This is an optimization exercise on Yosys and OpenROAD, whose aim is small area and a short achievable clock period, not a production implementation.
RTL that was checked went through simulation tests only; none was proved equivalent to the original.
Power figures rest on the tool's default switching activity, not on a simulated workload.

// ternary_sum_nine
module ternary_sum_nine #(
    parameter WIDTH = 32
) (
    input clk,
    input [WIDTH-1:0] i0,
    input [WIDTH-1:0] i1,
    input [WIDTH-1:0] i2,
    input [WIDTH-1:0] i3,
    input [WIDTH-1:0] i4,
    input [WIDTH-1:0] i5,
    input [WIDTH-1:0] i6,
    input [WIDTH-1:0] i7,
    input [WIDTH-1:0] i8,
    output [WIDTH+4-1:0] o
);
wire fs0, fc0;
wire hs0, hc0;
wire fs1, fc1;
wire fs2, fc2;
wire hs1, hc1;
wire fs3, fc3;
wire fs4, fc4;
wire fs5, fc5;
wire fs6, fc6;
wire fs7, fc7;
wire fs8, fc8;
wire fs9, fc9;
wire fs10, fc10;
wire fs11, fc11;
wire fs12, fc12;
wire fs13, fc13;
wire fs14, fc14;
wire fs15, fc15;
wire fs16, fc16;
wire fs17, fc17;
wire fs18, fc18;
wire fs19, fc19;
wire fs20, fc20;
wire fs21, fc21;
wire fs22, fc22;
wire fs23, fc23;
wire fs24, fc24;
wire fs25, fc25;
wire fs26, fc26;
wire fs27, fc27;
wire fs28, fc28;
wire fs29, fc29;
wire fs30, fc30;
wire fs31, fc31;
wire fs32, fc32;
wire fs33, fc33;
wire fs34, fc34;
wire fs35, fc35;
wire fs36, fc36;
wire fs37, fc37;
wire fs38, fc38;
wire fs39, fc39;
wire fs40, fc40;
wire fs41, fc41;
wire fs42, fc42;
wire fs43, fc43;
wire fs44, fc44;
wire fs45, fc45;
wire fs46, fc46;
wire fs47, fc47;
wire fs48, fc48;
wire fs49, fc49;
wire fs50, fc50;
wire fs51, fc51;
wire fs52, fc52;
wire fs53, fc53;
wire fs54, fc54;
wire fs55, fc55;
wire fs56, fc56;
wire fs57, fc57;
wire fs58, fc58;
wire fs59, fc59;
wire fs60, fc60;
wire fs61, fc61;
wire fs62, fc62;
wire fs63, fc63;
wire fs64, fc64;
wire fs65, fc65;
wire fs66, fc66;
wire fs67, fc67;
wire fs68, fc68;
wire fs69, fc69;
wire fs70, fc70;
wire fs71, fc71;
wire fs72, fc72;
wire fs73, fc73;
wire fs74, fc74;
wire fs75, fc75;
wire fs76, fc76;
wire fs77, fc77;
wire fs78, fc78;
wire fs79, fc79;
wire fs80, fc80;
wire fs81, fc81;
wire fs82, fc82;
wire fs83, fc83;
wire fs84, fc84;
wire fs85, fc85;
wire fs86, fc86;
wire fs87, fc87;
wire fs88, fc88;
wire fs89, fc89;
wire fs90, fc90;
wire fs91, fc91;
wire fs92, fc92;
wire fs93, fc93;
wire fs94, fc94;
wire hs2, hc2;
wire fs95, fc95;
wire fs96, fc96;
wire fs97, fc97;
wire fs98, fc98;
wire fs99, fc99;
wire fs100, fc100;
wire fs101, fc101;
wire fs102, fc102;
wire fs103, fc103;
wire fs104, fc104;
wire fs105, fc105;
wire fs106, fc106;
wire fs107, fc107;
wire fs108, fc108;
wire fs109, fc109;
wire fs110, fc110;
wire fs111, fc111;
wire fs112, fc112;
wire fs113, fc113;
  ...
Size: ~140 flip-flops.
export LEC_CHECK = 0
export ABC_CLOCK_PERIOD_IN_PS = 700
export CAP_MARGIN = 20
export CORE_MARGIN = 2
export CORE_UTILIZATION = 60
export SETUP_SLACK_MARGIN = 3.0
export SLEW_MARGIN = 20
create_clock -name core_clock -period 5.5 [get_ports {clk}]
standard.sh (not shown) runs the stock make flow with config.mk's settings and CLKGATE_MAP_FILE= SYNTH_SCRIPT=/design/flow/synth_recipe.tcl, a recipe that flattens the netlist after the stock synthesis.
==> flow/flow/run.sh <==
#!/bin/bash
set -e
export BUFFER_PORTS_ARGS="-buffer_cell sky130_fd_sc_hd__buf_1"
bash standard.sh > standard.log 2>&1
The first run finished with timing, DRC and antenna clean.
Edit:
--- a/flow/config.mk
+++ b/flow/config.mk
@@ -8 +8 @@
-export ABC_CLOCK_PERIOD_IN_PS = 700
+export ABC_CLOCK_PERIOD_IN_PS = 2400
The new run ran to the end with no violations. Via count stays the same. Wire length is unchanged. Clock skew is unchanged. Synthesized area does not change. Worst hold slack is unchanged. Register-to-register slack hardly moves.
Edit:
--- a/flow/config.mk
+++ b/flow/config.mk
@@ -8 +8 @@
-export ABC_CLOCK_PERIOD_IN_PS = 2400
+export ABC_CLOCK_PERIOD_IN_PS = 1800
@@ -12 +11,0 @@
-export SETUP_SLACK_MARGIN = 3.0
What happened: Die area stays the same; routed wire length drops by 3.5%; design area drops by 5.4%; hold slack hardly moves; core utilization drops by 4.3 points; sequential share of layout area climbs by 1.3 points; final cell count drops by 1.2%; worst setup slack gets worse by 0.23 ns; sequential power is about the same; power drops by 12%.
Edit:
--- a/flow/config.mk
+++ b/flow/config.mk
@@ -8 +8 @@
-export ABC_CLOCK_PERIOD_IN_PS = 1800
+export ABC_CLOCK_PERIOD_IN_PS = 700
Cell area is unchanged.
Global-route usage stays the same.
Worst setup slack does not change.
Clock skew does not change.
Sequential share of layout area does not change.
Non-clock buffer count stays the same.
No run of this note included a check of the RTL's function; only the layout flow was run.

========
== build 11 ==
Another version of the RTL of ternary_sum_nine (not shown whole).
Size in the first run: roughly 830 cells after synthesis, ~130 flip-flops, ~330 I/O pins, about 0.0094 mm^2 of cells after synthesis.
clock: 5.5 ns
lec_check: 0
abc_area: 1
cap_margin: 20
core_margin: 2
core_utilization: 55
setup_slack_margin: 3.1
slew_margin: 20
tns_end_percent: 10
==> flow/flow/run.sh <==
#!/bin/bash
set -e
export BUFFER_PORTS_ARGS="-buffer_cell sky130_fd_sc_hd__buf_1"
export CTS_ARGS="-sink_clustering_enable -repair_clock_nets -dont_use_dummy_load -buf_list sky130_fd_sc_hd__clkbuf_8"
bash standard.sh > standard.log 2>&1
Build 11 | stages: all done | timing, DRC, antenna: all pass
Here is what was changed in the inputs of build 66 compared with build 11.
diff --git a/flow/config.mk b/flow/config.mk
--- a/flow/config.mk
+++ b/flow/config.mk
@@ -9,5 +9,5 @@
 export CAP_MARGIN = 20
 export CORE_MARGIN = 2
-export CORE_UTILIZATION = 55
+export CORE_UTILIZATION = 65
 export SETUP_SLACK_MARGIN = 3.1
 export SLEW_MARGIN = 20
Findings:
Build 66: PASS, flow complete, no timing, DRC or antenna violations. The overall power consumption was comparable across build 66 and build 11. Build 11 -> build 66: layout inverter count without the clock tree delta 0, exact match. Sort build 66 and build 11 by final weighted congestion in routability-driven placement asc -> top: build 11. Delay of the slowest cell on the worst path, build 66 and build 11: higher on build 66. For worst hold path cell count, build 11 and build 66 come out practically identical.
Modified inputs, build 82 compared to build 66
==> flow/flow/run.sh <==
#!/bin/bash
set -e
export BUFFER_PORTS_ARGS="-buffer_cell sky130_fd_sc_hd__buf_1"
export CTS_ARGS="-sink_clustering_enable -repair_clock_nets -dont_use_dummy_load -buf_list sky130_fd_sc_hd__clkbuf_8 -sink_clustering_size 40 -sink_clustering_max_diameter 80"
bash standard.sh > standard.log 2>&1
diff --git a/flow/config.mk b/flow/config.mk
--- a/flow/config.mk
+++ b/flow/config.mk
@@ -9,5 +9,5 @@
 export CAP_MARGIN = 20
 export CORE_MARGIN = 2
-export CORE_UTILIZATION = 65
+export CORE_UTILIZATION = 60
 export SETUP_SLACK_MARGIN = 3.1
 export SLEW_MARGIN = 20
Changes observed in build 82 relative to build 66: die footprint rose by 0.0012 mm^2, worst setup slack after layout picked up an extra 0.031 ns. On clock network fraction of design power, build 82 tracks build 66 almost exactly. Looking at routed metal-1 wirelength, build 82 sits 5.9% higher than build 66 does.

## what the ideal ports hide
The results above use ideal ports. As a check the final layouts listed here were re-extracted and re-timed, cells and wires unchanged. Step 1: set_driving_cell puts a clkbuf_16 on clk and a buf_2 on each other input, an assumption about the parent block. Step 2 adds t to the input delays and takes it off the output delays; t is the mean of the earliest and latest rising clock arrival at the registers after step 1. Input paths then give back, and output paths get back, about the clock's delay inside the block. a / b / c = no drivers / after step 1 / after step 2; a / b = the first two.
| run | t (ns) | setup WS [ns] | worst hold slack (ns) |
|---|---|---|---|
| the first run of note 1 | 0.451 | 2.462 / 2.462 / 2.462 | 0.480 / 0.480 / 0.480 |
| the second run of note 1 | 0.451 | 2.462 / 2.462 / 2.462 | 0.480 / 0.480 / 0.480 |
| the third run of note 1 | 0.455 | 2.230 / 2.230 / 2.230 | 0.481 / 0.481 / 0.481 |
| the fourth run of note 1 | 0.455 | 2.230 / 2.230 / 2.230 | 0.481 / 0.481 / 0.481 |
| build 11 | 0.457 | 3.138 / 3.149 / 2.693 | 0.326 / 0.326 / 0.326 |
| build 66 | 0.474 | 3.119 / 3.133 / 2.659 | 0.334 / 0.334 / 0.334 |
| build 82 | 0.481 | 3.150 / 3.166 / 2.685 | 0.331 / 0.331 / 0.331 |
After both steps setup and hold are still met in every run listed. The setup slack of build 82, which loses most, moves by +0.016 ns with the drivers and by -0.465 ns with both steps.
